What follows belongs to an exercise in optimizing a design on an open flow for small area and a short achievable clock period; a production flow would make more cautious choices.
Where RTL was checked, it was by simulation tests only, not by an equivalence proof against the original.
For run 1, only the layout was checked, not whether the RTL still works.

## flow/design.v (module list and top-level ports; edited modules follow where they fit)
// module mul16_top: 15 lines
// module multiplier: 1151 lines
// module mul_fa: 4 lines
// module mul_ha: 4 lines
module mul16_top(
    input clk,
    input [15:0] a,
    input [15:0] b,
    output reg [31:0] res
);
  // ...
==> flow/run.sh <==
#!/bin/bash
# synth_recipe.tcl (not shown) runs the flow's synth.tcl, then flattens the netlist and writes it again
# the make line also repeats each setting of config.mk as NAME=value (left out here)
make -C /OpenROAD-flow-scripts/flow DESIGN_CONFIG=/design/flow/config.mk WORK_HOME=/design/flow/orfs CLKGATE_MAP_FILE= SYNTH_SCRIPT=/design/flow/synth_recipe.tcl finish
==> flow/config.mk <==
export PLATFORM = sky130hd
export DESIGN_NAME = mul16_top
export DESIGN_NICKNAME = mul16_top
export VERILOG_FILES = /design/flow/design.v
export SDC_FILE = /design/flow/constraint.sdc
export NUM_CORES = 4
export LEC_CHECK = 0
export CAP_MARGIN = 20
export CORE_MARGIN = 2
export CORE_UTILIZATION = 40
export SLEW_MARGIN = 20
export SYNTH_HIERARCHICAL = 1
==> flow/constraint.sdc <==
create_clock -name core_clock -period 22.0 [get_ports {clk}]
set_input_delay 4.4000 -clock core_clock [delete_from_list [all_inputs] [get_ports {clk}]]
set_output_delay 4.4000 -clock core_clock [all_outputs]
set_load 0.01 [all_outputs]
==> impl_metrics.yaml, run 1 <==
synthesis:
  synth-compound-area-share: 0.0770
  ys_top_cells_by_count: "and2_1 (256), fa_1 (196), dfxtp_1 (64)"
  synth.net_count: 1076
  yosysWarnings: 7
  async_reset_ff_frac: 0
  synth_top_area_share: 0.444
  ys_types: 53
die:
  taps: 280
  rows: 54
layout:
  largest_class: "multi-input gates"
  num-nonclk-buffers: 65
  final-nonclk-buf-share: 0.0650
  final_nets: 1111
grt:
  grt_use_met3: 0.0370
  grt_pass1_wl_mm: 36.6
  grt_antenna_before_repair: 0
run_status:
  outcome: "timing/DRC/antenna clean"
drt:
  drtIter0Drc: 368
  routed_via_density: 5.34
  drt_wl_total_mm: 23.0
worst_setup_path:
  reg2reg_slack_ns: 16.15
  cpPeakStageDelay_ns: 0.78
  cpMostUsedCell: "fa_1"
placement:
  gp_congestion: 0.855
sta:
  timing.hold.ws_ns: 0.751
  post-route-period-util: 0.266
  setup_tns_ns: 0
==> run 2, diff against run 1 <==
--- a/flow/design.v
+++ b/flow/design.v
@@ -690,16 +690,241 @@
   wire s669;
   wire c670;
   wire s671;
   wire c672;
   wire s673;
   wire c674;
   wire s675;
   wire c676;
+  wire g677;
+  wire p678;
+  wire g679;
+  wire p680;
+  wire g681;
+  wire p682;
+  wire g683;
+  wire p684;
+  wire g685;
+  wire p686;
+  wire g687;
+  wire p688;
+  wire g689;
+  wire p690;
+  wire g691;
+  wire p692;
+  wire g693;
+  wire p694;
+  wire g695;
+  wire p696;
+  wire g697;
+  wire p698;
+  wire g699;
+  wire p700;
+  wire g701;
+  wire p702;
+  wire g703;
+  wire p704;
+  wire g705;
+  wire p706;
+  wire g707;
+  wire p708;
+  wire g709;
+  wire p710;
+  wire g711;
+  wire p712;
+  wire g713;
+  wire p714;
+  wire g715;
+  wire p716;
+  wire g717;
+  wire p718;
+  wire g719;
+  wire p720;
+  wire g721;
+  wire p722;
+  wire g723;
+  wire p724;
+  wire g725;
+  wire p726;
+  wire g727;
+  wire p728;
+  wire g729;
+  wire p730;
+  wire g731;
+  wire p732;
+  wire g733;
+  wire p734;
+  wire g735;
+  wire p736;
+  wire g737;
+  wire p738;
+  wire g739;
+  wire p740;
+  wire g741;
+  wire G742;
+  wire P743;
+  wire G744;
+  wire P745;
+  wire G746;
+  wire P747;
+  wire G748;
+  wire P749;
+  wire G750;
+  wire P751;
+  wire G752;
+  wire P753;
+  wire G754;
+  wire P755;
+  wire G756;
+  wire P757;
+  wire G758;
+  wire P759;
+  wire G760;
+  wire P761;
+  wire G762;
+  wire P763;
+  wire G764;
+  wire P765;
+  wire G766;
+  wire P767;
+  wire G768;
+  wire P769;
+  wire G770;
+  wire P771;
+  wire G772;
+  wire P773;
+  wire G774;
+  wire P775;
+  wire G776;
+  wire P777;
+  wire G778;
+  wire P779;
+  wire G780;
+  wire P781;
+  wire G782;
+  wire P783;
+  wire G784;
+  wire P785;
+  wire G786;
+  wire P787;
+  wire G788;
+  wire P789;
+  wire G790;
+  wire P791;
+  wire G792;
+  wire P793;
+  wire G794;
+  wire P795;
+  wire G796;
+  wire P797;
+  wire G798;
+  wire P799;
+  wire G800;
+  wire P801;
+  wire G802;
+  wire P803;
+  wire G804;
+  wire P805;
+  wire G806;
+  wire P807;
+  wire G808;
+  wire P809;
+  wire G810;
+  wire P811;
+  wire G812;
+  wire P813;
+  wire G814;
+  wire P815;
+  wire G816;
+  wire P817;
+  wire G818;
+  wire P819;
+  wire G820;
+  wire P821;
+  wire G822;
+  wire P823;
+  wire G824;
+  wire P825;
+  wire G826;
+  wire P827;
+  wire G828;
+  wire P829;
+  wire G830;
+  wire P831;
+  wire G832;
+  wire P833;
+  wire G834;
+  wire P835;
+  wire G836;
+  wire P837;
+  wire G838;
+  wire P839;
+  wire G840;
+  wire P841;
+  wire G842;
+  wire P843;
+  wire G844;
+  wire P845;
+  wire G846;
+  wire P847;
+  wire G848;
+  wire P849;
+  wire G850;
+  wire P851;
+  wire G852;
+  wire P853;
+  wire G854;
+  wire P855;
+  wire G856;
+  wire P857;
+  wire G858;
+  wire P859;
+  wire G860;
+  wire P861;
+  wire G862;
+  wire P863;
+  wire G864;
+  wire P865;
+  wire G866;
+  wire P867;
+  wire G868;
+  wire P869;
+  wire G870;
+  wire P871;
+  wire G872;
+  wire P873;
+  wire G874;
+  wire P875;
+  wire G876;
+  wire P877;
+  wire G878;
+  wire P879;
+  wire G880;
+  wire P881;
+  wire G882;
+  wire P883;
+  wire G884;
+  wire P885;
+  wire G886;
+  wire P887;
+  wire G888;
+  wire P889;
+  wire G890;
+  wire P891;
+  wire G892;
+  wire P893;
+  wire G894;
+  wire P895;
+  wire G896;
+  wire P897;
+  wire G898;
+  wire P899;
+  wire G900;
+  wire P901;
   assign pp1 = a[0] & b[0];
   assign pp2 = a[1] & b[0];
   assign pp3 = a[2] & b[0];
   assign pp4 = a[3] & b[0];
   assign pp5 = a[4] & b[0];
   assign pp6 = a[5] & b[0];
   assign pp7 = a[6] & b[0];
   assign pp8 = a[7] & b[0];
@@ -946,229 +1171,483 @@
   assign pp249 = a[8] & b[15];
   assign pp250 = a[9] & b[15];
   assign pp251 = a[10] & b[15];
   assign pp252 = a[11] & b[15];
   assign pp253 = a[12] & b[15];
   assign pp254 = a[13] & b[15];
   assign pp255 = a[14] & b[15];
   assign pp256 = a[15] & b[15];
-  mul_ha us257 (.a(pp18), .b(pp3), .s(s257), .c(c258));
-  mul_fa us259 (.a(pp19), .b(pp34), .ci(pp4), .s(s259), .co(c260));
-  mul_ha us261 (.a(pp49), .b(c258), .s(s261), .c(c262));
-  mul_fa us263 (.a(pp20), .b(pp35), .ci(pp5), .s(s263), .co(c264));
-  mul_fa us265 (.a(pp50), .b(pp65), .ci(c260), .s(s265), .co(c266));
-  mul_ha us267 (.a(c262), .b(s263), .s(s267), .c(c268));
-  mul_fa us269 (.a(pp21), .b(pp36), .ci(pp51), .s(s269), .co(c270));
-  mul_fa us271 (.a(pp6), .b(pp66), .ci(pp81), .s(s271), .co(c272));
-  mul_fa us273 (.a(c264), .b(s269), .ci(s271), .s(s273), .co(c274));
-  mul_ha us275 (.a(c268), .b(c266), .s(s275), .c(c276));
-  mul_fa us277 (.a(pp22), .b(pp37), .ci(pp52), .s(s277), .co(c278));
-  mul_fa us279 (.a(pp67), .b(pp7), .ci(pp82), .s(s279), .co(c280));
-  mul_fa us281 (.a(pp97), .b(c270), .ci(c272), .s(s281), .co(c282));
-  mul_fa us283 (.a(s277), .b(s279), .ci(c274), .s(s283), .co(c284));
-  mul_ha us285 (.a(s281), .b(c276), .s(s285), .c(c286));
-  mul_fa us287 (.a(pp113), .b(pp23), .ci(pp38), .s(s287), .co(c288));
-  mul_fa us289 (.a(pp53), .b(pp68), .ci(pp8), .s(s289), .co(c290));
-  mul_fa us291 (.a(pp83), .b(pp98), .ci(c278), .s(s291), .co(c292));
-  mul_fa us293 (.a(c280), .b(s287), .ci(s289), .s(s293), .co(c294));
-  mul_fa us295 (.a(c282), .b(s291), .ci(s293), .s(s295), .co(c296));
-  mul_ha us297 (.a(c286), .b(c284), .s(s297), .c(c298));
-  mul_fa us299 (.a(pp114), .b(pp129), .ci(pp24), .s(s299), .co(c300));
-  mul_fa us301 (.a(pp39), .b(pp54), .ci(pp69), .s(s301), .co(c302));
-  mul_fa us303 (.a(pp84), .b(pp9), .ci(pp99), .s(s303), .co(c304));
-  mul_fa us305 (.a(c288), .b(c290), .ci(s299), .s(s305), .co(c306));
-  mul_fa us307 (.a(s301), .b(s303), .ci(c292), .s(s307), .co(c308));
-  mul_fa us309 (.a(c294), .b(s305), .ci(s307), .s(s309), .co(c310));
-  mul_ha us311 (.a(c296), .b(c298), .s(s311), .c(c312));
-  mul_fa us313 (.a(pp10), .b(pp100), .ci(pp115), .s(s313), .co(c314));
-  mul_fa us315 (.a(pp130), .b(pp145), .ci(pp25), .s(s315), .co(c316));
-  mul_fa us317 (.a(pp40), .b(pp55), .ci(pp70), .s(s317), .co(c318));
-  mul_fa us319 (.a(pp85), .b(c300), .ci(c302), .s(s319), .co(c320));
-  mul_fa us321 (.a(c304), .b(s313), .ci(s315), .s(s321), .co(c322));
-  mul_fa us323 (.a(s317), .b(c306), .ci(s319), .s(s323), .co(c324));
-  mul_fa us325 (.a(s321), .b(c308), .ci(s323), .s(s325), .co(c326));
-  mul_ha us327 (.a(c310), .b(c312), .s(s327), .c(c328));
-  mul_fa us329 (.a(pp101), .b(pp11), .ci(pp116), .s(s329), .co(c330));
-  mul_fa us331 (.a(pp131), .b(pp146), .ci(pp161), .s(s331), .co(c332));
-  mul_fa us333 (.a(pp26), .b(pp41), .ci(pp56), .s(s333), .co(c334));
-  mul_fa us335 (.a(pp71), .b(pp86), .ci(c314), .s(s335), .co(c336));
-  mul_fa us337 (.a(c316), .b(c318), .ci(s329), .s(s337), .co(c338));
-  mul_fa us339 (.a(s331), .b(s333), .ci(c320), .s(s339), .co(c340));
-  mul_fa us341 (.a(c322), .b(s335), .ci(s337), .s(s341), .co(c342));
-  mul_fa us343 (.a(c324), .b(s339), .ci(s341), .s(s343), .co(c344));
-  mul_ha us345 (.a(c326), .b(s343), .s(s345), .c(c346));
-  mul_fa us347 (.a(pp102), .b(pp117), .ci(pp12), .s(s347), .co(c348));
-  mul_fa us349 (.a(pp132), .b(pp147), .ci(pp162), .s(s349), .co(c350));
-  mul_fa us351 (.a(pp177), .b(pp27), .ci(pp42), .s(s351), .co(c352));
-  mul_fa us353 (.a(pp57), .b(pp72), .ci(pp87), .s(s353), .co(c354));
-  mul_fa us355 (.a(c330), .b(c332), .ci(c334), .s(s355), .co(c356));
-  mul_fa us357 (.a(s347), .b(s349), .ci(s351), .s(s357), .co(c358));
-  mul_fa us359 (.a(s353), .b(c336), .ci(c338), .s(s359), .co(c360));
-  mul_fa us361 (.a(s355), .b(s357), .ci(c340), .s(s361), .co(c362));
-  mul_fa us363 (.a(s359), .b(c342), .ci(s361), .s(s363), .co(c364));
-  mul_ha us365 (.a(c344), .b(c346), .s(s365), .c(c366));
-  mul_fa us367 (.a(pp103), .b(pp118), .ci(pp13), .s(s367), .co(c368));
-  mul_fa us369 (.a(pp133), .b(pp148), .ci(pp163), .s(s369), .co(c370));
-  mul_fa us371 (.a(pp178), .b(pp193), .ci(pp28), .s(s371), .co(c372));
-  mul_fa us373 (.a(pp43), .b(pp58), .ci(pp73), .s(s373), .co(c374));
-  mul_fa us375 (.a(pp88), .b(c348), .ci(c350), .s(s375), .co(c376));
-  mul_fa us377 (.a(c352), .b(c354), .ci(s367), .s(s377), .co(c378));
-  mul_fa us379 (.a(s369), .b(s371), .ci(s373), .s(s379), .co(c380));
-  mul_fa us381 (.a(c356), .b(c358), .ci(s375), .s(s381), .co(c382));
-  mul_fa us383 (.a(s377), .b(s379), .ci(c360), .s(s383), .co(c384));
-  mul_fa us385 (.a(s381), .b(c362), .ci(s383), .s(s385), .co(c386));
-  mul_ha us387 (.a(c364), .b(s385), .s(s387), .c(c388));
-  mul_fa us389 (.a(pp104), .b(pp119), .ci(pp134), .s(s389), .co(c390));
-  mul_fa us391 (.a(pp14), .b(pp149), .ci(pp164), .s(s391), .co(c392));
-  mul_fa us393 (.a(pp179), .b(pp194), .ci(pp209), .s(s393), .co(c394));
-  mul_fa us395 (.a(pp29), .b(pp44), .ci(pp59), .s(s395), .co(c396));
-  mul_fa us397 (.a(pp74), .b(pp89), .ci(c368), .s(s397), .co(c398));
-  mul_fa us399 (.a(c370), .b(c372), .ci(c374), .s(s399), .co(c400));
-  mul_fa us401 (.a(s389), .b(s391), .ci(s393), .s(s401), .co(c402));
-  mul_fa us403 (.a(s395), .b(c376), .ci(c378), .s(s403), .co(c404));
-  mul_fa us405 (.a(c380), .b(s397), .ci(s399), .s(s405), .co(c406));
-  mul_fa us407 (.a(s401), .b(c382), .ci(s403), .s(s407), .co(c408));
-  mul_fa us409 (.a(s405), .b(c384), .ci(s407), .s(s409), .co(c410));
-  mul_ha us411 (.a(c386), .b(s409), .s(s411), .c(c412));
-  mul_fa us413 (.a(pp105), .b(pp120), .ci(pp135), .s(s413), .co(c414));
-  mul_fa us415 (.a(pp15), .b(pp150), .ci(pp165), .s(s415), .co(c416));
-  mul_fa us417 (.a(pp180), .b(pp195), .ci(pp210), .s(s417), .co(c418));
-  mul_fa us419 (.a(pp225), .b(pp30), .ci(pp45), .s(s419), .co(c420));
-  mul_fa us421 (.a(pp60), .b(pp75), .ci(pp90), .s(s421), .co(c422));
-  mul_fa us423 (.a(c390), .b(c392), .ci(c394), .s(s423), .co(c424));
-  mul_fa us425 (.a(c396), .b(s413), .ci(s415), .s(s425), .co(c426));
-  mul_fa us427 (.a(s417), .b(s419), .ci(s421), .s(s427), .co(c428));
-  mul_fa us429 (.a(c398), .b(c400), .ci(c402), .s(s429), .co(c430));
-  mul_fa us431 (.a(s423), .b(s425), .ci(s427), .s(s431), .co(c432));
-  mul_fa us433 (.a(c404), .b(c406), .ci(s429), .s(s433), .co(c434));
-  mul_fa us435 (.a(s431), .b(c408), .ci(s433), .s(s435), .co(c436));
-  mul_ha us437 (.a(c410), .b(s435), .s(s437), .c(c438));
-  mul_fa us439 (.a(pp106), .b(pp121), .ci(pp136), .s(s439), .co(c440));
-  mul_fa us441 (.a(pp151), .b(pp16), .ci(pp166), .s(s441), .co(c442));
-  mul_fa us443 (.a(pp181), .b(pp196), .ci(pp211), .s(s443), .co(c444));
-  mul_fa us445 (.a(pp226), .b(pp241), .ci(pp31), .s(s445), .co(c446));
-  mul_fa us447 (.a(pp46), .b(pp61), .ci(pp76), .s(s447), .co(c448));
-  mul_fa us449 (.a(pp91), .b(c414), .ci(c416), .s(s449), .co(c450));
-  mul_fa us451 (.a(c418), .b(c420), .ci(c422), .s(s451), .co(c452));
-  mul_fa us453 (.a(s439), .b(s441), .ci(s443), .s(s453), .co(c454));
-  mul_fa us455 (.a(s445), .b(s447), .ci(c424), .s(s455), .co(c456));
-  mul_fa us457 (.a(c426), .b(c428), .ci(s449), .s(s457), .co(c458));
-  mul_fa us459 (.a(s451), .b(s453), .ci(c430), .s(s459), .co(c460));
-  mul_fa us461 (.a(s455), .b(s457), .ci(c432), .s(s461), .co(c462));
-  mul_fa us463 (.a(s459), .b(c434), .ci(s461), .s(s463), .co(c464));
-  mul_ha us465 (.a(c436), .b(s463), .s(s465), .c(c466));
-  mul_fa us467 (.a(pp107), .b(pp122), .ci(pp137), .s(s467), .co(c468));
-  mul_fa us469 (.a(pp152), .b(pp167), .ci(pp182), .s(s469), .co(c470));
-  mul_fa us471 (.a(pp197), .b(pp212), .ci(pp227), .s(s471), .co(c472));
-  mul_fa us473 (.a(pp242), .b(pp32), .ci(pp47), .s(s473), .co(c474));
-  mul_fa us475 (.a(pp62), .b(pp77), .ci(pp92), .s(s475), .co(c476));
-  mul_fa us477 (.a(c440), .b(c442), .ci(c444), .s(s477), .co(c478));
-  mul_fa us479 (.a(c446), .b(c448), .ci(s467), .s(s479), .co(c480));
-  mul_fa us481 (.a(s469), .b(s471), .ci(s473), .s(s481), .co(c482));
-  mul_fa us483 (.a(s475), .b(c450), .ci(c452), .s(s483), .co(c484));
-  mul_fa us485 (.a(c454), .b(s477), .ci(s479), .s(s485), .co(c486));
-  mul_fa us487 (.a(s481), .b(c456), .ci(c458), .s(s487), .co(c488));
-  mul_fa us489 (.a(s483), .b(s485), .ci(c460), .s(s489), .co(c490));
-  mul_fa us491 (.a(s487), .b(c462), .ci(s489), .s(s491), .co(c492));
-  mul_ha us493 (.a(c464), .b(c466), .s(s493), .c(c494));
-  mul_fa us495 (.a(pp108), .b(pp123), .ci(pp138), .s(s495), .co(c496));
-  mul_fa us497 (.a(pp153), .b(pp168), .ci(pp183), .s(s497), .co(c498));
-  mul_fa us499 (.a(pp198), .b(pp213), .ci(pp228), .s(s499), .co(c500));
-  mul_fa us501 (.a(pp243), .b(pp48), .ci(pp63), .s(s501), .co(c502));
-  mul_fa us503 (.a(pp78), .b(pp93), .ci(c468), .s(s503), .co(c504));
-  mul_fa us505 (.a(c470), .b(c472), .ci(c474), .s(s505), .co(c506));
-  mul_fa us507 (.a(c476), .b(s495), .ci(s497), .s(s507), .co(c508));
-  mul_fa us509 (.a(s499), .b(s501), .ci(c478), .s(s509), .co(c510));
-  mul_fa us511 (.a(c480), .b(c482), .ci(s503), .s(s511), .co(c512));
-  mul_fa us513 (.a(s505), .b(s507), .ci(c484), .s(s513), .co(c514));
-  mul_fa us515 (.a(s509), .b(s511), .ci(c486), .s(s515), .co(c516));
-  mul_fa us517 (.a(c488), .b(s513), .ci(s515), .s(s517), .co(c518));
-  mul_fa us519 (.a(c490), .b(s517), .ci(c492), .s(s519), .co(c520));
-  mul_fa us521 (.a(pp109), .b(pp124), .ci(pp139), .s(s521), .co(c522));
-  mul_fa us523 (.a(pp154), .b(pp169), .ci(pp184), .s(s523), .co(c524));
-  mul_fa us525 (.a(pp199), .b(pp214), .ci(pp229), .s(s525), .co(c526));
-  mul_fa us527 (.a(pp244), .b(pp64), .ci(pp79), .s(s527), .co(c528));
-  mul_fa us529 (.a(pp94), .b(c496), .ci(c498), .s(s529), .co(c530));
-  mul_fa us531 (.a(c500), .b(c502), .ci(s521), .s(s531), .co(c532));
-  mul_fa us533 (.a(s523), .b(s525), .ci(s527), .s(s533), .co(c534));
-  mul_fa us535 (.a(c504), .b(c506), .ci(c508), .s(s535), .co(c536));
-  mul_fa us537 (.a(s529), .b(s531), .ci(s533), .s(s537), .co(c538));
-  mul_fa us539 (.a(c510), .b(c512), .ci(s535), .s(s539), .co(c540));
-  mul_fa us541 (.a(s537), .b(c514), .ci(c516), .s(s541), .co(c542));
-  mul_fa us543 (.a(s539), .b(c518), .ci(s541), .s(s543), .co(c544));
-  mul_fa us545 (.a(pp110), .b(pp125), .ci(pp140), .s(s545), .co(c546));
-  mul_fa us547 (.a(pp155), .b(pp170), .ci(pp185), .s(s547), .co(c548));
-  mul_fa us549 (.a(pp200), .b(pp215), .ci(pp230), .s(s549), .co(c550));
-  mul_fa us551 (.a(pp245), .b(pp80), .ci(pp95), .s(s551), .co(c552));
-  mul_fa us553 (.a(c522), .b(c524), .ci(c526), .s(s553), .co(c554));
-  mul_fa us555 (.a(c528), .b(s545), .ci(s547), .s(s555), .co(c556));
-  mul_fa us557 (.a(s549), .b(s551), .ci(c530), .s(s557), .co(c558));
-  mul_fa us559 (.a(c532), .b(c534), .ci(s553), .s(s559), .co(c560));
-  mul_fa us561 (.a(s555), .b(c536), .ci(s557), .s(s561), .co(c562));
-  mul_fa us563 (.a(s559), .b(c538), .ci(c540), .s(s563), .co(c564));
-  mul_fa us565 (.a(s561), .b(c542), .ci(s563), .s(s565), .co(c566));
-  mul_fa us567 (.a(pp111), .b(pp126), .ci(pp141), .s(s567), .co(c568));
-  mul_fa us569 (.a(pp156), .b(pp171), .ci(pp186), .s(s569), .co(c570));
-  mul_fa us571 (.a(pp201), .b(pp216), .ci(pp231), .s(s571), .co(c572));
-  mul_fa us573 (.a(pp246), .b(pp96), .ci(c546), .s(s573), .co(c574));
-  mul_fa us575 (.a(c548), .b(c550), .ci(c552), .s(s575), .co(c576));
-  mul_fa us577 (.a(s567), .b(s569), .ci(s571), .s(s577), .co(c578));
-  mul_fa us579 (.a(c554), .b(c556), .ci(s573), .s(s579), .co(c580));
-  mul_fa us581 (.a(s575), .b(s577), .ci(c558), .s(s581), .co(c582));
-  mul_fa us583 (.a(c560), .b(s579), .ci(s581), .s(s583), .co(c584));
-  mul_fa us585 (.a(c562), .b(c564), .ci(s583), .s(s585), .co(c586));
-  mul_fa us587 (.a(pp112), .b(pp127), .ci(pp142), .s(s587), .co(c588));
-  mul_fa us589 (.a(pp157), .b(pp172), .ci(pp187), .s(s589), .co(c590));
-  mul_fa us591 (.a(pp202), .b(pp217), .ci(pp232), .s(s591), .co(c592));
-  mul_fa us593 (.a(pp247), .b(c568), .ci(c570), .s(s593), .co(c594));
-  mul_fa us595 (.a(c572), .b(s587), .ci(s589), .s(s595), .co(c596));
-  mul_fa us597 (.a(s591), .b(c574), .ci(c576), .s(s597), .co(c598));
-  mul_fa us599 (.a(c578), .b(s593), .ci(s595), .s(s599), .co(c600));
-  mul_fa us601 (.a(c580), .b(s597), .ci(s599), .s(s601), .co(c602));
-  mul_fa us603 (.a(c582), .b(s601), .ci(c584), .s(s603), .co(c604));
-  mul_fa us605 (.a(pp128), .b(pp143), .ci(pp158), .s(s605), .co(c606));
-  mul_fa us607 (.a(pp173), .b(pp188), .ci(pp203), .s(s607), .co(c608));
-  mul_fa us609 (.a(pp218), .b(pp233), .ci(pp248), .s(s609), .co(c610));
-  mul_fa us611 (.a(c588), .b(c590), .ci(c592), .s(s611), .co(c612));
-  mul_fa us613 (.a(s605), .b(s607), .ci(s609), .s(s613), .co(c614));
-  mul_fa us615 (.a(c594), .b(c596), .ci(s611), .s(s615), .co(c616));
-  mul_fa us617 (.a(s613), .b(c598), .ci(s615), .s(s617), .co(c618));
-  mul_fa us619 (.a(c600), .b(c602), .ci(s617), .s(s619), .co(c620));
-  mul_fa us621 (.a(pp144), .b(pp159), .ci(pp174), .s(s621), .co(c622));
-  mul_fa us623 (.a(pp189), .b(pp204), .ci(pp219), .s(s623), .co(c624));
-  mul_fa us625 (.a(pp234), .b(pp249), .ci(c606), .s(s625), .co(c626));
-  mul_fa us627 (.a(c608), .b(c610), .ci(s621), .s(s627), .co(c628));
-  mul_fa us629 (.a(s623), .b(c612), .ci(c614), .s(s629), .co(c630));
-  mul_fa us631 (.a(s625), .b(s627), .ci(c616), .s(s631), .co(c632));
-  mul_fa us633 (.a(s629), .b(s631), .ci(c618), .s(s633), .co(c634));
-  mul_fa us635 (.a(pp160), .b(pp175), .ci(pp190), .s(s635), .co(c636));
-  mul_fa us637 (.a(pp205), .b(pp220), .ci(pp235), .s(s637), .co(c638));
-  mul_fa us639 (.a(pp250), .b(c622), .ci(c624), .s(s639), .co(c640));
-  mul_fa us641 (.a(s635), .b(s637), .ci(c626), .s(s641), .co(c642));
-  mul_fa us643 (.a(c628), .b(s639), .ci(c630), .s(s643), .co(c644));
-  mul_fa us645 (.a(s641), .b(c632), .ci(s643), .s(s645), .co(c646));
-  mul_fa us647 (.a(pp176), .b(pp191), .ci(pp206), .s(s647), .co(c648));
-  mul_fa us649 (.a(pp221), .b(pp236), .ci(pp251), .s(s649), .co(c650));
-  mul_fa us651 (.a(c636), .b(c638), .ci(s647), .s(s651), .co(c652));
-  mul_fa us653 (.a(s649), .b(c640), .ci(s651), .s(s653), .co(c654));
-  mul_fa us655 (.a(c642), .b(s653), .ci(c644), .s(s655), .co(c656));
-  mul_fa us657 (.a(pp192), .b(pp207), .ci(pp222), .s(s657), .co(c658));
-  mul_fa us659 (.a(pp237), .b(pp252), .ci(c648), .s(s659), .co(c660));
-  mul_fa us661 (.a(c650), .b(s657), .ci(c652), .s(s661), .co(c662));
-  mul_fa us663 (.a(s659), .b(s661), .ci(c654), .s(s663), .co(c664));
-  mul_fa us665 (.a(pp208), .b(pp223), .ci(pp238), .s(s665), .co(c666));
-  mul_fa us667 (.a(pp253), .b(c658), .ci(s665), .s(s667), .co(c668));
-  mul_fa us669 (.a(c660), .b(s667), .ci(c662), .s(s669), .co(c670));
-  mul_fa us671 (.a(pp224), .b(pp239), .ci(pp254), .s(s671), .co(c672));
-  mul_fa us673 (.a(c666), .b(s671), .ci(c668), .s(s673), .co(c674));
-  mul_fa us675 (.a(pp240), .b(pp255), .ci(c672), .s(s675), .co(c676));
-  wire [31:0] fx = {1'b0, pp256, s675, s673, s669, s663, c646, c634, c620, s619, c586, c566, c544, s543, c494, s491, c438, c412, c388, c366, s363, c328, s325, s309, s295, s285, s273, s267, s259, pp33, pp17, pp1};
-  wire [31:0] fy = {1'b0, c676, c674, c670, c664, c656, s655, s645, s633, c604, s603, s585, s565, c520, s519, s493, s465, s437, s411, s387, s365, s345, s327, s311, s297, s283, s275, s265, s261, s257, pp2, 1'b0};
-  assign res = fx + fy;
+  mul_ha u_s257 (.a(pp104), .b(pp119), .s(s257), .c(c258));
+  mul_fa u_s259 (.a(pp105), .b(pp120), .ci(pp135), .s(s259), .co(c260));
+  mul_ha u_s261 (.a(pp15), .b(pp150), .s(s261), .c(c262));
+  mul_fa u_s263 (.a(pp106), .b(pp121), .ci(pp136), .s(s263), .co(c264));
+  mul_fa u_s265 (.a(pp151), .b(pp16), .ci(pp166), .s(s265), .co(c266));
+  mul_ha u_s267 (.a(pp181), .b(pp196), .s(s267), .c(c268));
+  mul_fa u_s269 (.a(pp107), .b(pp122), .ci(pp137), .s(s269), .co(c270));
+  mul_fa u_s271 (.a(pp152), .b(pp167), .ci(pp182), .s(s271), .co(c272));
+  mul_ha u_s273 (.a(pp197), .b(pp212), .s(s273), .c(c274));
+  mul_fa u_s275 (.a(pp108), .b(pp123), .ci(pp138), .s(s275), .co(c276));
+  mul_fa u_s277 (.a(pp153), .b(pp168), .ci(pp183), .s(s277), .co(c278));
+  mul_fa u_s279 (.a(pp109), .b(pp124), .ci(pp139), .s(s279), .co(c280));
+  mul_ha u_s281 (.a(pp10), .b(pp100), .s(s281), .c(c282));
+  mul_fa u_s283 (.a(pp101), .b(pp11), .ci(pp116), .s(s283), .co(c284));
+  mul_ha u_s285 (.a(pp131), .b(pp146), .s(s285), .c(c286));
+  mul_fa u_s287 (.a(pp102), .b(pp117), .ci(pp12), .s(s287), .co(c288));
+  mul_fa u_s289 (.a(pp132), .b(pp147), .ci(pp162), .s(s289), .co(c290));
+  mul_ha u_s291 (.a(pp177), .b(pp27), .s(s291), .c(c292));
+  mul_fa u_s293 (.a(pp103), .b(pp118), .ci(pp13), .s(s293), .co(c294));
+  mul_fa u_s295 (.a(pp133), .b(pp148), .ci(pp163), .s(s295), .co(c296));
+  mul_fa u_s297 (.a(pp178), .b(pp193), .ci(pp28), .s(s297), .co(c298));
+  mul_ha u_s299 (.a(pp43), .b(pp58), .s(s299), .c(c300));
+  mul_fa u_s301 (.a(pp134), .b(pp14), .ci(pp149), .s(s301), .co(c302));
+  mul_fa u_s303 (.a(pp164), .b(pp179), .ci(pp194), .s(s303), .co(c304));
+  mul_fa u_s305 (.a(pp209), .b(pp29), .ci(pp44), .s(s305), .co(c306));
+  mul_fa u_s307 (.a(pp59), .b(pp74), .ci(pp89), .s(s307), .co(c308));
+  mul_fa u_s309 (.a(pp165), .b(pp180), .ci(pp195), .s(s309), .co(c310));
+  mul_fa u_s311 (.a(pp210), .b(pp225), .ci(pp30), .s(s311), .co(c312));
+  mul_fa u_s313 (.a(pp45), .b(pp60), .ci(pp75), .s(s313), .co(c314));
+  mul_fa u_s315 (.a(pp90), .b(c258), .ci(s261), .s(s315), .co(c316));
+  mul_fa u_s317 (.a(pp211), .b(pp226), .ci(pp241), .s(s317), .co(c318));
+  mul_fa u_s319 (.a(pp31), .b(pp46), .ci(pp61), .s(s319), .co(c320));
+  mul_fa u_s321 (.a(pp76), .b(pp91), .ci(c262), .s(s321), .co(c322));
+  mul_fa u_s323 (.a(s267), .b(c260), .ci(s263), .s(s323), .co(c324));
+  mul_fa u_s325 (.a(pp227), .b(pp242), .ci(pp32), .s(s325), .co(c326));
+  mul_fa u_s327 (.a(pp47), .b(pp62), .ci(pp77), .s(s327), .co(c328));
+  mul_fa u_s329 (.a(pp92), .b(c268), .ci(s273), .s(s329), .co(c330));
+  mul_fa u_s331 (.a(c264), .b(c266), .ci(s269), .s(s331), .co(c332));
+  mul_fa u_s333 (.a(pp198), .b(pp213), .ci(pp228), .s(s333), .co(c334));
+  mul_fa u_s335 (.a(pp243), .b(pp48), .ci(pp63), .s(s335), .co(c336));
+  mul_fa u_s337 (.a(pp78), .b(pp93), .ci(c274), .s(s337), .co(c338));
+  mul_fa u_s339 (.a(c270), .b(c272), .ci(s275), .s(s339), .co(c340));
+  mul_fa u_s341 (.a(pp154), .b(pp169), .ci(pp184), .s(s341), .co(c342));
+  mul_fa u_s343 (.a(pp199), .b(pp214), .ci(pp229), .s(s343), .co(c344));
+  mul_fa u_s345 (.a(pp244), .b(pp64), .ci(pp79), .s(s345), .co(c346));
+  mul_fa u_s347 (.a(pp94), .b(c276), .ci(c278), .s(s347), .co(c348));
+  mul_fa u_s349 (.a(pp110), .b(pp125), .ci(pp140), .s(s349), .co(c350));
+  mul_fa u_s351 (.a(pp155), .b(pp170), .ci(pp185), .s(s351), .co(c352));
+  mul_fa u_s353 (.a(pp200), .b(pp215), .ci(pp230), .s(s353), .co(c354));
+  mul_fa u_s355 (.a(pp245), .b(pp80), .ci(pp95), .s(s355), .co(c356));
+  mul_fa u_s357 (.a(pp111), .b(pp126), .ci(pp141), .s(s357), .co(c358));
+  mul_fa u_s359 (.a(pp156), .b(pp171), .ci(pp186), .s(s359), .co(c360));
+  mul_fa u_s361 (.a(pp201), .b(pp216), .ci(pp231), .s(s361), .co(c362));
+  mul_fa u_s363 (.a(pp112), .b(pp127), .ci(pp142), .s(s363), .co(c364));
+  mul_fa u_s365 (.a(pp157), .b(pp172), .ci(pp187), .s(s365), .co(c366));
+  mul_fa u_s367 (.a(pp128), .b(pp143), .ci(pp158), .s(s367), .co(c368));
+  mul_ha u_s369 (.a(pp22), .b(pp37), .s(s369), .c(c370));
+  mul_fa u_s371 (.a(pp113), .b(pp23), .ci(pp38), .s(s371), .co(c372));
+  mul_ha u_s373 (.a(pp53), .b(pp68), .s(s373), .c(c374));
+  mul_fa u_s375 (.a(pp114), .b(pp129), .ci(pp24), .s(s375), .co(c376));
+  mul_fa u_s377 (.a(pp39), .b(pp54), .ci(pp69), .s(s377), .co(c378));
+  mul_ha u_s379 (.a(pp84), .b(pp9), .s(s379), .c(c380));
+  mul_fa u_s381 (.a(pp115), .b(pp130), .ci(pp145), .s(s381), .co(c382));
+  mul_fa u_s383 (.a(pp25), .b(pp40), .ci(pp55), .s(s383), .co(c384));
+  mul_fa u_s385 (.a(pp70), .b(pp85), .ci(s281), .s(s385), .co(c386));
+  mul_fa u_s387 (.a(pp161), .b(pp26), .ci(pp41), .s(s387), .co(c388));
+  mul_fa u_s389 (.a(pp56), .b(pp71), .ci(pp86), .s(s389), .co(c390));
+  mul_fa u_s391 (.a(c282), .b(s285), .ci(s283), .s(s391), .co(c392));
+  mul_fa u_s393 (.a(pp42), .b(pp57), .ci(pp72), .s(s393), .co(c394));
+  mul_fa u_s395 (.a(pp87), .b(c286), .ci(s291), .s(s395), .co(c396));
+  mul_fa u_s397 (.a(c284), .b(s287), .ci(s289), .s(s397), .co(c398));
+  mul_fa u_s399 (.a(pp73), .b(pp88), .ci(c292), .s(s399), .co(c400));
+  mul_fa u_s401 (.a(s299), .b(c288), .ci(c290), .s(s401), .co(c402));
+  mul_fa u_s403 (.a(s293), .b(s295), .ci(s297), .s(s403), .co(c404));
+  mul_fa u_s405 (.a(c300), .b(s257), .ci(c294), .s(s405), .co(c406));
+  mul_fa u_s407 (.a(c296), .b(c298), .ci(s301), .s(s407), .co(c408));
+  mul_fa u_s409 (.a(s303), .b(s305), .ci(s307), .s(s409), .co(c410));
+  mul_fa u_s411 (.a(c302), .b(c304), .ci(c306), .s(s411), .co(c412));
+  mul_fa u_s413 (.a(c308), .b(s259), .ci(s309), .s(s413), .co(c414));
+  mul_fa u_s415 (.a(s311), .b(s313), .ci(s315), .s(s415), .co(c416));
+  mul_fa u_s417 (.a(c310), .b(c312), .ci(c314), .s(s417), .co(c418));
+  mul_fa u_s419 (.a(s265), .b(s317), .ci(s319), .s(s419), .co(c420));
+  mul_fa u_s421 (.a(s321), .b(c316), .ci(s323), .s(s421), .co(c422));
+  mul_fa u_s423 (.a(c318), .b(c320), .ci(s271), .s(s423), .co(c424));
+  mul_fa u_s425 (.a(s325), .b(s327), .ci(c322), .s(s425), .co(c426));
+  mul_fa u_s427 (.a(s329), .b(c324), .ci(s331), .s(s427), .co(c428));
+  mul_fa u_s429 (.a(c326), .b(c328), .ci(s277), .s(s429), .co(c430));
+  mul_fa u_s431 (.a(s333), .b(s335), .ci(s337), .s(s431), .co(c432));
+  mul_fa u_s433 (.a(c330), .b(c332), .ci(s339), .s(s433), .co(c434));
+  mul_fa u_s435 (.a(c334), .b(c336), .ci(s279), .s(s435), .co(c436));
+  mul_fa u_s437 (.a(s341), .b(s343), .ci(s345), .s(s437), .co(c438));
+  mul_fa u_s439 (.a(c338), .b(c340), .ci(s347), .s(s439), .co(c440));
+  mul_fa u_s441 (.a(c280), .b(c342), .ci(c344), .s(s441), .co(c442));
+  mul_fa u_s443 (.a(c346), .b(s349), .ci(s351), .s(s443), .co(c444));
+  mul_fa u_s445 (.a(s353), .b(s355), .ci(c348), .s(s445), .co(c446));
+  mul_fa u_s447 (.a(pp246), .b(pp96), .ci(c350), .s(s447), .co(c448));
+  mul_fa u_s449 (.a(c352), .b(c354), .ci(c356), .s(s449), .co(c450));
+  mul_fa u_s451 (.a(s357), .b(s359), .ci(s361), .s(s451), .co(c452));
+  mul_fa u_s453 (.a(pp202), .b(pp217), .ci(pp232), .s(s453), .co(c454));
+  mul_fa u_s455 (.a(pp247), .b(c358), .ci(c360), .s(s455), .co(c456));
+  mul_fa u_s457 (.a(c362), .b(s363), .ci(s365), .s(s457), .co(c458));
+  mul_fa u_s459 (.a(pp173), .b(pp188), .ci(pp203), .s(s459), .co(c460));
+  mul_fa u_s461 (.a(pp218), .b(pp233), .ci(pp248), .s(s461), .co(c462));
+  mul_fa u_s463 (.a(c364), .b(c366), .ci(s367), .s(s463), .co(c464));
+  mul_fa u_s465 (.a(pp144), .b(pp159), .ci(pp174), .s(s465), .co(c466));
+  mul_fa u_s467 (.a(pp189), .b(pp204), .ci(pp219), .s(s467), .co(c468));
+  mul_fa u_s469 (.a(pp234), .b(pp249), .ci(c368), .s(s469), .co(c470));
+  mul_fa u_s471 (.a(pp160), .b(pp175), .ci(pp190), .s(s471), .co(c472));
+  mul_fa u_s473 (.a(pp205), .b(pp220), .ci(pp235), .s(s473), .co(c474));
+  mul_fa u_s475 (.a(pp176), .b(pp191), .ci(pp206), .s(s475), .co(c476));
+  mul_ha u_s477 (.a(pp20), .b(pp35), .s(s477), .c(c478));
+  mul_fa u_s479 (.a(pp21), .b(pp36), .ci(pp51), .s(s479), .co(c480));
+  mul_ha u_s481 (.a(pp6), .b(pp66), .s(s481), .c(c482));
+  mul_fa u_s483 (.a(pp52), .b(pp67), .ci(pp7), .s(s483), .co(c484));
+  mul_fa u_s485 (.a(pp82), .b(pp97), .ci(s369), .s(s485), .co(c486));
+  mul_fa u_s487 (.a(pp8), .b(pp83), .ci(pp98), .s(s487), .co(c488));
+  mul_fa u_s489 (.a(c370), .b(s373), .ci(s371), .s(s489), .co(c490));
+  mul_fa u_s491 (.a(pp99), .b(c374), .ci(s379), .s(s491), .co(c492));
+  mul_fa u_s493 (.a(c372), .b(s375), .ci(s377), .s(s493), .co(c494));
+  mul_fa u_s495 (.a(c380), .b(c376), .ci(c378), .s(s495), .co(c496));
+  mul_fa u_s497 (.a(s381), .b(s383), .ci(s385), .s(s497), .co(c498));
+  mul_fa u_s499 (.a(c382), .b(c384), .ci(s387), .s(s499), .co(c500));
+  mul_fa u_s501 (.a(s389), .b(c386), .ci(s391), .s(s501), .co(c502));
+  mul_fa u_s503 (.a(c388), .b(c390), .ci(s393), .s(s503), .co(c504));
+  mul_fa u_s505 (.a(s395), .b(c392), .ci(s397), .s(s505), .co(c506));
+  mul_fa u_s507 (.a(c394), .b(s399), .ci(c396), .s(s507), .co(c508));
+  mul_fa u_s509 (.a(c398), .b(s401), .ci(s403), .s(s509), .co(c510));
+  mul_fa u_s511 (.a(c400), .b(c402), .ci(s405), .s(s511), .co(c512));
+  mul_fa u_s513 (.a(c404), .b(s407), .ci(s409), .s(s513), .co(c514));
+  mul_fa u_s515 (.a(c406), .b(c408), .ci(c410), .s(s515), .co(c516));
+  mul_fa u_s517 (.a(s411), .b(s413), .ci(s415), .s(s517), .co(c518));
+  mul_fa u_s519 (.a(c412), .b(c414), .ci(s417), .s(s519), .co(c520));
+  mul_fa u_s521 (.a(s419), .b(c416), .ci(s421), .s(s521), .co(c522));
+  mul_fa u_s523 (.a(c418), .b(c420), .ci(s423), .s(s523), .co(c524));
+  mul_fa u_s525 (.a(s425), .b(c422), .ci(s427), .s(s525), .co(c526));
+  mul_fa u_s527 (.a(c424), .b(s429), .ci(c426), .s(s527), .co(c528));
+  mul_fa u_s529 (.a(s431), .b(c428), .ci(s433), .s(s529), .co(c530));
+  mul_fa u_s531 (.a(c430), .b(s435), .ci(s437), .s(s531), .co(c532));
+  mul_fa u_s533 (.a(c432), .b(c434), .ci(s439), .s(s533), .co(c534));
+  mul_fa u_s535 (.a(c436), .b(c438), .ci(s441), .s(s535), .co(c536));
+  mul_fa u_s537 (.a(s443), .b(c440), .ci(s445), .s(s537), .co(c538));
+  mul_fa u_s539 (.a(c442), .b(s447), .ci(c444), .s(s539), .co(c540));
+  mul_fa u_s541 (.a(s449), .b(s451), .ci(c446), .s(s541), .co(c542));
+  mul_fa u_s543 (.a(s453), .b(c448), .ci(c450), .s(s543), .co(c544));
+  mul_fa u_s545 (.a(c452), .b(s455), .ci(s457), .s(s545), .co(c546));
+  mul_fa u_s547 (.a(c454), .b(s459), .ci(s461), .s(s547), .co(c548));
+  mul_fa u_s549 (.a(c456), .b(c458), .ci(s463), .s(s549), .co(c550));
+  mul_fa u_s551 (.a(c460), .b(c462), .ci(s465), .s(s551), .co(c552));
+  mul_fa u_s553 (.a(s467), .b(c464), .ci(s469), .s(s553), .co(c554));
+  mul_fa u_s555 (.a(pp250), .b(c466), .ci(c468), .s(s555), .co(c556));
+  mul_fa u_s557 (.a(s471), .b(s473), .ci(c470), .s(s557), .co(c558));
+  mul_fa u_s559 (.a(pp221), .b(pp236), .ci(pp251), .s(s559), .co(c560));
+  mul_fa u_s561 (.a(c472), .b(c474), .ci(s475), .s(s561), .co(c562));
+  mul_fa u_s563 (.a(pp192), .b(pp207), .ci(pp222), .s(s563), .co(c564));
+  mul_fa u_s565 (.a(pp237), .b(pp252), .ci(c476), .s(s565), .co(c566));
+  mul_fa u_s567 (.a(pp208), .b(pp223), .ci(pp238), .s(s567), .co(c568));
+  mul_ha u_s569 (.a(pp19), .b(pp34), .s(s569), .c(c570));
+  mul_fa u_s571 (.a(pp5), .b(pp50), .ci(pp65), .s(s571), .co(c572));
+  mul_fa u_s573 (.a(pp81), .b(c478), .ci(s481), .s(s573), .co(c574));
+  mul_fa u_s575 (.a(c482), .b(c480), .ci(s483), .s(s575), .co(c576));
+  mul_fa u_s577 (.a(c484), .b(s487), .ci(c486), .s(s577), .co(c578));
+  mul_fa u_s579 (.a(c488), .b(s491), .ci(c490), .s(s579), .co(c580));
+  mul_fa u_s581 (.a(c492), .b(c494), .ci(s495), .s(s581), .co(c582));
+  mul_fa u_s583 (.a(c496), .b(s499), .ci(c498), .s(s583), .co(c584));
+  mul_fa u_s585 (.a(c500), .b(s503), .ci(c502), .s(s585), .co(c586));
+  mul_fa u_s587 (.a(c504), .b(s507), .ci(c506), .s(s587), .co(c588));
+  mul_fa u_s589 (.a(c508), .b(c510), .ci(s511), .s(s589), .co(c590));
+  mul_fa u_s591 (.a(c512), .b(c514), .ci(s515), .s(s591), .co(c592));
+  mul_fa u_s593 (.a(c516), .b(s519), .ci(c518), .s(s593), .co(c594));
+  mul_fa u_s595 (.a(c520), .b(s523), .ci(c522), .s(s595), .co(c596));
+  mul_fa u_s597 (.a(c524), .b(s527), .ci(c526), .s(s597), .co(c598));
+  mul_fa u_s599 (.a(s531), .b(c528), .ci(c530), .s(s599), .co(c600));
+  mul_fa u_s601 (.a(c532), .b(s535), .ci(c534), .s(s601), .co(c602));
+  mul_fa u_s603 (.a(c536), .b(s539), .ci(s541), .s(s603), .co(c604));
+  mul_fa u_s605 (.a(c540), .b(s543), .ci(s545), .s(s605), .co(c606));
+  mul_fa u_s607 (.a(s547), .b(c544), .ci(c546), .s(s607), .co(c608));
+  mul_fa u_s609 (.a(c548), .b(s551), .ci(c550), .s(s609), .co(c610));
+  mul_fa u_s611 (.a(c552), .b(s555), .ci(s557), .s(s611), .co(c612));
+  mul_fa u_s613 (.a(s559), .b(c556), .ci(s561), .s(s613), .co(c614));
+  mul_fa u_s615 (.a(c560), .b(s563), .ci(c562), .s(s615), .co(c616));
+  mul_fa u_s617 (.a(pp253), .b(c564), .ci(s567), .s(s617), .co(c618));
+  mul_fa u_s619 (.a(pp224), .b(pp239), .ci(pp254), .s(s619), .co(c620));
+  mul_ha u_s621 (.a(pp18), .b(pp3), .s(s621), .c(c622));
+  mul_fa u_s623 (.a(pp4), .b(pp49), .ci(s569), .s(s623), .co(c624));
+  mul_fa u_s625 (.a(c570), .b(s477), .ci(s571), .s(s625), .co(c626));
+  mul_fa u_s627 (.a(c572), .b(s479), .ci(s573), .s(s627), .co(c628));
+  mul_fa u_s629 (.a(c574), .b(s485), .ci(s575), .s(s629), .co(c630));
+  mul_fa u_s631 (.a(c576), .b(s489), .ci(s577), .s(s631), .co(c632));
+  mul_fa u_s633 (.a(s493), .b(c578), .ci(s579), .s(s633), .co(c634));
+  mul_fa u_s635 (.a(s497), .b(c580), .ci(s581), .s(s635), .co(c636));
+  mul_fa u_s637 (.a(c582), .b(s501), .ci(s583), .s(s637), .co(c638));
+  mul_fa u_s639 (.a(s505), .b(c584), .ci(s585), .s(s639), .co(c640));
+  mul_fa u_s641 (.a(s509), .b(c586), .ci(s587), .s(s641), .co(c642));
+  mul_fa u_s643 (.a(s513), .b(c588), .ci(s589), .s(s643), .co(c644));
+  mul_fa u_s645 (.a(s517), .b(c590), .ci(s591), .s(s645), .co(c646));
+  mul_fa u_s647 (.a(c592), .b(s521), .ci(s593), .s(s647), .co(c648));
+  mul_fa u_s649 (.a(s525), .b(c594), .ci(s595), .s(s649), .co(c650));
+  mul_fa u_s651 (.a(s529), .b(c596), .ci(s597), .s(s651), .co(c652));
+  mul_fa u_s653 (.a(s533), .b(c598), .ci(s599), .s(s653), .co(c654));
+  mul_fa u_s655 (.a(s537), .b(c600), .ci(s601), .s(s655), .co(c656));
+  mul_fa u_s657 (.a(c538), .b(c602), .ci(s603), .s(s657), .co(c658));
+  mul_fa u_s659 (.a(c542), .b(s605), .ci(c604), .s(s659), .co(c660));
+  mul_fa u_s661 (.a(s549), .b(c606), .ci(s607), .s(s661), .co(c662));
+  mul_fa u_s663 (.a(s553), .b(c608), .ci(s609), .s(s663), .co(c664));
+  mul_fa u_s665 (.a(c554), .b(s611), .ci(c610), .s(s665), .co(c666));
+  mul_fa u_s667 (.a(c558), .b(s613), .ci(c612), .s(s667), .co(c668));
+  mul_fa u_s669 (.a(s565), .b(c614), .ci(s615), .s(s669), .co(c670));
+  mul_fa u_s671 (.a(c566), .b(s617), .ci(c616), .s(s671), .co(c672));
+  mul_fa u_s673 (.a(c568), .b(s619), .ci(c618), .s(s673), .co(c674));
+  mul_fa u_s675 (.a(pp240), .b(pp255), .ci(c620), .s(s675), .co(c676));
+  assign g677 = pp1 & 1'b0;
+  assign p678 = pp1 ^ 1'b0;
+  assign g679 = pp17 & pp2;
+  assign p680 = pp17 ^ pp2;
+  assign g681 = pp33 & s621;
+  assign p682 = pp33 ^ s621;
+  assign g683 = c622 & s623;
+  assign p684 = c622 ^ s623;
+  assign g685 = c624 & s625;
+  assign p686 = c624 ^ s625;
+  assign g687 = c626 & s627;
+  assign p688 = c626 ^ s627;
+  assign g689 = c628 & s629;
+  assign p690 = c628 ^ s629;
+  assign g691 = c630 & s631;
+  assign p692 = c630 ^ s631;
+  assign g693 = c632 & s633;
+  assign p694 = c632 ^ s633;
+  assign g695 = c634 & s635;
+  assign p696 = c634 ^ s635;
+  assign g697 = c636 & s637;
+  assign p698 = c636 ^ s637;
+  assign g699 = c638 & s639;
+  assign p700 = c638 ^ s639;
+  assign g701 = c640 & s641;
+  assign p702 = c640 ^ s641;
+  assign g703 = c642 & s643;
+  assign p704 = c642 ^ s643;
+  assign g705 = c644 & s645;
+  assign p706 = c644 ^ s645;
+  assign g707 = c646 & s647;
+  assign p708 = c646 ^ s647;
+  assign g709 = c648 & s649;
+  assign p710 = c648 ^ s649;
+  assign g711 = c650 & s651;
+  assign p712 = c650 ^ s651;
+  assign g713 = c652 & s653;
+  assign p714 = c652 ^ s653;
+  assign g715 = c654 & s655;
+  assign p716 = c654 ^ s655;
+  assign g717 = c656 & s657;
+  assign p718 = c656 ^ s657;
+  assign g719 = s659 & c658;
+  assign p720 = s659 ^ c658;
+  assign g721 = s661 & c660;
+  assign p722 = s661 ^ c660;
+  assign g723 = c662 & s663;
+  assign p724 = c662 ^ s663;
+  assign g725 = c664 & s665;
+  assign p726 = c664 ^ s665;
+  assign g727 = s667 & c666;
+  assign p728 = s667 ^ c666;
+  assign g729 = s669 & c668;
+  assign p730 = s669 ^ c668;
+  assign g731 = s671 & c670;
+  assign p732 = s671 ^ c670;
+  assign g733 = s673 & c672;
+  assign p734 = s673 ^ c672;
+  assign g735 = s675 & c674;
+  assign p736 = s675 ^ c674;
+  assign g737 = pp256 & c676;
+  assign p738 = pp256 ^ c676;
+  assign g739 = 1'b0 & 1'b0;
+  assign p740 = 1'b0 ^ 1'b0;
+  assign g741 = g677 | (p678 & 1'b0);
+  assign G742 = g679 | (p680 & g741);
+  assign P743 = p680 & p678;
+  assign G744 = g683 | (p684 & g681);
+  assign P745 = p684 & p682;
+  assign G746 = g687 | (p688 & g685);
+  assign P747 = p688 & p686;
+  assign G748 = g691 | (p692 & g689);
+  assign P749 = p692 & p690;
+  assign G750 = g695 | (p696 & g693);
+  assign P751 = p696 & p694;
+  assign G752 = g699 | (p700 & g697);
+  assign P753 = p700 & p698;
+  assign G754 = g703 | (p704 & g701);
+  assign P755 = p704 & p702;
+  assign G756 = g707 | (p708 & g705);
+  assign P757 = p708 & p706;
+  assign G758 = g711 | (p712 & g709);
+  assign P759 = p712 & p710;
+  assign G760 = g715 | (p716 & g713);
+  assign P761 = p716 & p714;
+  assign G762 = g719 | (p720 & g717);
+  assign P763 = p720 & p718;
+  assign G764 = g723 | (p724 & g721);
+  assign P765 = p724 & p722;
+  assign G766 = g727 | (p728 & g725);
+  assign P767 = p728 & p726;
+  assign G768 = g731 | (p732 & g729);
+  assign P769 = p732 & p730;
+  assign G770 = g735 | (p736 & g733);
+  assign P771 = p736 & p734;
+  assign G772 = g739 | (p740 & g737);
+  assign P773 = p740 & p738;
+  assign G774 = g681 | (p682 & G742);
+  assign P775 = p682 & P743;
+  assign G776 = G744 | (P745 & G742);
+  assign P777 = P745 & P743;
+  assign G778 = g689 | (p690 & G746);
+  assign P779 = p690 & P747;
+  assign G780 = G748 | (P749 & G746);
+  assign P781 = P749 & P747;
+  assign G782 = g697 | (p698 & G750);
+  assign P783 = p698 & P751;
+  assign G784 = G752 | (P753 & G750);
+  assign P785 = P753 & P751;
+  assign G786 = g705 | (p706 & G754);
+  assign P787 = p706 & P755;
+  assign G788 = G756 | (P757 & G754);
+  assign P789 = P757 & P755;
+  assign G790 = g713 | (p714 & G758);
+  assign P791 = p714 & P759;
+  assign G792 = G760 | (P761 & G758);
+  assign P793 = P761 & P759;
+  assign G794 = g721 | (p722 & G762);
+  assign P795 = p722 & P763;
+  assign G796 = G764 | (P765 & G762);
+  assign P797 = P765 & P763;
+  assign G798 = g729 | (p730 & G766);
+  assign P799 = p730 & P767;
+  assign G800 = G768 | (P769 & G766);
+  assign P801 = P769 & P767;
+  assign G802 = g737 | (p738 & G770);
+  assign P803 = p738 & P771;
+  assign G804 = G772 | (P773 & G770);
+  assign P805 = P773 & P771;
+  assign G806 = g685 | (p686 & G776);
+  assign P807 = p686 & P777;
+  assign G808 = G746 | (P747 & G776);
+  assign P809 = P747 & P777;
+  assign G810 = G778 | (P779 & G776);
+  assign P811 = P779 & P777;
+  assign G812 = G780 | (P781 & G776);
+  assign P813 = P781 & P777;
+  assign G814 = g701 | (p702 & G784);
+  assign P815 = p702 & P785;
+  assign G816 = G754 | (P755 & G784);
+  assign P817 = P755 & P785;
+  assign G818 = G786 | (P787 & G784);
+  assign P819 = P787 & P785;
+  assign G820 = G788 | (P789 & G784);
+  assign P821 = P789 & P785;
+  assign G822 = g717 | (p718 & G792);
+  assign P823 = p718 & P793;
+  assign G824 = G762 | (P763 & G792);
+  assign P825 = P763 & P793;
+  assign G826 = G794 | (P795 & G792);
+  assign P827 = P795 & P793;
+  assign G828 = G796 | (P797 & G792);
+  assign P829 = P797 & P793;
+  assign G830 = g733 | (p734 & G800);
+  assign P831 = p734 & P801;
+  assign G832 = G770 | (P771 & G800);
+  assign P833 = P771 & P801;
+  assign G834 = G802 | (P803 & G800);
+  assign P835 = P803 & P801;
+  assign G836 = G804 | (P805 & G800);
+  assign P837 = P805 & P801;
+  assign G838 = g693 | (p694 & G812);
+  assign P839 = p694 & P813;
+  assign G840 = G750 | (P751 & G812);
+  assign P841 = P751 & P813;
+  assign G842 = G782 | (P783 & G812);
+  assign P843 = P783 & P813;
+  assign G844 = G784 | (P785 & G812);
+  assign P845 = P785 & P813;
+  assign G846 = G814 | (P815 & G812);
+  assign P847 = P815 & P813;
+  assign G848 = G816 | (P817 & G812);
+  assign P849 = P817 & P813;
+  assign G850 = G818 | (P819 & G812);
+  assign P851 = P819 & P813;
+  assign G852 = G820 | (P821 & G812);
+  assign P853 = P821 & P813;
+  assign G854 = g725 | (p726 & G828);
+  assign P855 = p726 & P829;
+  assign G856 = G766 | (P767 & G828);
+  assign P857 = P767 & P829;
+  assign G858 = G798 | (P799 & G828);
+  assign P859 = P799 & P829;
+  assign G860 = G800 | (P801 & G828);
+  assign P861 = P801 & P829;
+  assign G862 = G830 | (P831 & G828);
+  assign P863 = P831 & P829;
+  assign G864 = G832 | (P833 & G828);
+  assign P865 = P833 & P829;
+  assign G866 = G834 | (P835 & G828);
+  assign P867 = P835 & P829;
+  assign G868 = G836 | (P837 & G828);
+  assign P869 = P837 & P829;
+  assign G870 = g709 | (p710 & G852);
+  assign P871 = p710 & P853;
+  assign G872 = G758 | (P759 & G852);
+  assign P873 = P759 & P853;
+  assign G874 = G790 | (P791 & G852);
+  assign P875 = P791 & P853;
+  assign G876 = G792 | (P793 & G852);
+  assign P877 = P793 & P853;
+  assign G878 = G822 | (P823 & G852);
+  assign P879 = P823 & P853;
+  assign G880 = G824 | (P825 & G852);
+  assign P881 = P825 & P853;
+  assign G882 = G826 | (P827 & G852);
+  assign P883 = P827 & P853;
+  assign G884 = G828 | (P829 & G852);
+  assign P885 = P829 & P853;
+  assign G886 = G854 | (P855 & G852);
+  assign P887 = P855 & P853;
+  assign G888 = G856 | (P857 & G852);
+  assign P889 = P857 & P853;
+  assign G890 = G858 | (P859 & G852);
+  assign P891 = P859 & P853;
+  assign G892 = G860 | (P861 & G852);
+  assign P893 = P861 & P853;
+  assign G894 = G862 | (P863 & G852);
+  assign P895 = P863 & P853;
+  assign G896 = G864 | (P865 & G852);
+  assign P897 = P865 & P853;
+  assign G898 = G866 | (P867 & G852);
+  assign P899 = P867 & P853;
+  assign G900 = G868 | (P869 & G852);
+  assign P901 = P869 & P853;
+  assign res[0] = (p678 ^ 1'b0);
+  assign res[1] = (p680 ^ g741);
+  assign res[2] = (p682 ^ G742);
+  assign res[3] = (p684 ^ G774);
+  assign res[4] = (p686 ^ G776);
+  assign res[5] = (p688 ^ G806);
+  assign res[6] = (p690 ^ G808);
+  assign res[7] = (p692 ^ G810);
+  assign res[8] = (p694 ^ G812);
+  assign res[9] = (p696 ^ G838);
+  assign res[10] = (p698 ^ G840);
+  assign res[11] = (p700 ^ G842);
+  assign res[12] = (p702 ^ G844);
+  assign res[13] = (p704 ^ G846);
+  assign res[14] = (p706 ^ G848);
+  assign res[15] = (p708 ^ G850);
+  assign res[16] = (p710 ^ G852);
+  assign res[17] = (p712 ^ G870);
+  assign res[18] = (p714 ^ G872);
+  assign res[19] = (p716 ^ G874);
+  assign res[20] = (p718 ^ G876);
+  assign res[21] = (p720 ^ G878);
+  assign res[22] = (p722 ^ G880);
+  assign res[23] = (p724 ^ G882);
+  assign res[24] = (p726 ^ G884);
+  assign res[25] = (p728 ^ G886);
+  assign res[26] = (p730 ^ G888);
+  assign res[27] = (p732 ^ G890);
+  assign res[28] = (p734 ^ G892);
+  assign res[29] = (p736 ^ G894);
+  assign res[30] = (p738 ^ G896);
+  assign res[31] = (p740 ^ G898);
 endmodule
 module mul_fa(input a, input b, input ci, output s, output co);
   assign s = a ^ b ^ ci;
   assign co = (a & b) | (a & ci) | (b & ci);
 endmodule
 module mul_ha(input a, input b, output s, output c);
   assign s = a ^ b;
   assign c = a & b;
==> run 2 against run 1 <==
Against the previous run: cell area shrank 3.9%; synthesized cell count is 8.4% lower; critical path type unchanged.
==> impl_metrics.yaml, run 2 <==
run_status:
  outcome: "timing/DRC/antenna clean"
placement:
  port_buffers: 64
  place_area_um2: 9270
  dp_cells: 1039
  dp_hpwl_mm: 15.4
  gp_congestion: 0.872
grt:
  overflow: 0
  first_global_vias: 6244
  grt_util_all_layers: 0.200
  grt_max_degree: 17
  grt_antenna_before_repair: 1
  grt_pass1_wl_mm: 33.4
layout:
  final_nets: 1052
  final_cell_mix: "and2_1 (257), fa_1 (199), dfxtp_1 (64), clkdlybuf4s50_1 (64), ha_1 (45)"
  final_area_um2: 9590
  largest_register_ffs: 32
  area_growth_pct: 13.8
  instances_no_fill: 1055
  final_common_cell: "and2_1"
  top_register: "res"
  diodes: 0
  largestRegisters: "res: 32 flops, a_r: 16 flops, b_r: 16 flops"
  drive_gt1_frac: 0.0346
worst_setup_path:
  crit_path_end_kind: "flop"
  critPathLaunchType: "flop"
  path_depth: 15
  crit_fanout: 16
  cp_num_buf_inv: 0
  r2r_cells: 15
  slowest_stage: "dfxtp_1"
  worstPathCellList: "and2_1 > fa_1 > fa_1 > fa_1 > fa_1 > fa_1 > fa_1 > ha_1 > a21o_1 > a31oi_1 > nor2_1 > o21ai_0 > and2_4 > o21ai_1 > a21o_1"
  cpPeakStageDelay_ns: 0.77
  cp_data_required_time_ns: 22.24
  path_delay_family: "adder cells"
  cpMostUsedCell: "fa_1"
  path_class: "flop to flop"
  cp.arrival_ns: 5.86
drt:
  drt_wl_total_mm: 21.0
  ant_nets: 0
  routed_via_density: 5.22
  vias: 5512
  route.detailed.drc: 0
  drtIter0Drc: 270
  drtPass1Iterations: 5
  wl_per_cell_um: 19.9
synthesis:
  synth-compound-area-share: 0.0432
  yosysWarnings: 7
  syn_area_per_cell_um2: 11.5
  synth_top_family_by_area: "adder cells"
  syn-cell-area_um2: 8430
  synth_top_area_share: 0.473
  async_reset_ff_frac: 0
  ys.flop_type: "dfxtp_1"
  synth_cells: 735
  synth_seq_area_share: 0.152
  ys_types: 40
  synth_xor_area_frac: 0.0197
  synthAdderAreaFrac: 0.540
  synth-simple-area-share: 0.222
  synth-edff-count: 0
  yosysTopAreaCell: "fa_1"
  ys_ff_latch: 64
  muxShareOfSynthArea: 0
  synth.area.top_cells: "fa_1 (47%), and2_1 (19%), dfxtp_1 (15%)"
  ys_top_cells_by_count: "and2_1 (257), fa_1 (199), dfxtp_1 (64)"
  synth.most_common_cell: "and2_1"
  synth.net_count: 1012
cts:
  clockBufferDepth: 2
  cts_root_buf: "clkbuf_16"
  clk_latency_ns: 0.35
  cts.sinks: 64
  clkTransAtPathRegs_ns: 0.06
  cts_buffers: 9
  cts_tree: "yes"
  holdBufCountCts: 0
  htree_levels: 3
  postCtsSetupBuffers: 0
  cts_resized: 0
sta:
  timing.fmax_ghz: 0.178
  hold_viol: 0
  grt_setup_unrepaired: "no"
  relSlewSlack: 0.516
  finalCriticalPeriod_ns: 5.62
  drv_slew: 0
  fin_skew_ns: 0.00971
  post-route-period-util: 0.255
  setup_violations: 0
  worstMarginPinSlew_ns: 0.724
  setup_tns_ns: 0
die:
  ios: 65
  start_util: 0.405
  core-area_um2: 20800
  die_h_um: 149
  rows: 53
  die_x_um: 149
  die_area_um2: 22200
hold_path:
  min-delay-path-class: "flop to flop"
  holdPathStages: 1
run:
  maxCapViolCount: 0
-- run 2: changes by cell type in the layout (fill, tap and decap cells not counted), moves of 5 or more --
| cell | change |
|---|---|
| xor2_1 | +5 |
| nand2_1 | -11 |
| o21ai_0 | -6 |
| o211ai_1 | -8 |
| a21oi_1 | -19 |
| xnor2_1 | -11 |
| inv_1 | +12 |
-- run 2: modules after synthesis (local to each module, per instance) --
| module | cell area, um^2 | flops+latches |
|---|---|---|
| multiplier | 3050 | 0 |
| mul_ha | 12.5 | 0 |
| mul16_top | 1280 | 64 |
| mul_fa | 20.0 | 0 |
-- run 2: path summary, 6_finish.rpt --
kind | slack [ns] | to | from
max | 16.38 | res[31] | a_r[8]
min | 0.74 | res[0] | b_r[0]
max reg2reg | 16.38 | res[31] | a_r[8]
min reg2reg | 0.74 | res[0] | b_r[0]
-- run 2: metal layers --
metal | GRT usage | wire [um] | part of all wire | vias to the layer above
li1 | - | - | - | 2393
met1 | 0.245 | 8340 | 0.40 | 2915
met2 | 0.343 | 10700 | 0.51 | 162
met3 | 0.0339 | 905 | 0.043 | 42
met4 | 0.0990 | 982 | 0.047 | 0
met5 | 0 | 0 | 0 | -
-- run 2: per-stage QoR --
stage / utilization / setup WS, ns / hold WS [ns]
2_1_floorplan: - / 16.94 / 0.592
3_3_place_gp: 0.445 / 16.46 / 0.717
3_5_place_dp: 0.445 / 16.41 / 0.745
4_1_cts: 0.461 / 16.36 / 0.745
5_1_grt: 0.461 / 16.06 / 0.789
6_report: 0.461 / 16.38 / 0.744
-- run 2: logic make-up (layout without fill, tap and decap cells) --
family	after synthesis	count (layout)
xor gates and xnor gates	19	19
and+or+nand+nor	308	308
DFF	64	64
AOI/OAI and AO/OA	51	51
buffers and inverters	49	94
adders and majority gates	244	244
-- run 2: cell type report --
| class | instances | area (um^2) |
|---|---|---|
| clock buffer | 9 | 225 |
| clock inverter | 7 | 96.3 |
| fill | 1936 | 11200 |
| inverter | 14 | 52.6 |
| multi-input combinational | 622 | 6950 |
| sequential | 64 | 1280 |
| tap | 275 | 344 |
| timing repair buffer | 64 | 641 |

what the ideal ports hide:
The flow's constraints put no driver on any port. The routed layouts listed below were extracted and timed again, unchanged, in two steps.
Step 1 assumes that a clkbuf_16 drives the clock port and a buf_2 every other input.
Step 2 moves the port delays by t, midway between the first and last clock arrival at a register: inputs arrive t later, outputs are due t later. That takes back most of the time a late clock gives input paths.
Slacks: no drivers / after step 1 / after step 2; pairs: no drivers / after step 1.
run | t, ns | setup WS [ns] | worst register clock-pin slew, ns | worst slew at a driven data input, ns
run 1 | 0.398 | 16.152 / 16.152 / 16.152 | 0.06 / 0.06 | 0.03
run 2 | 0.387 | 16.379 / 16.344 / 16.379 | 0.06 / 0.06 | 0.04
After both steps setup and hold are still met in every run listed.
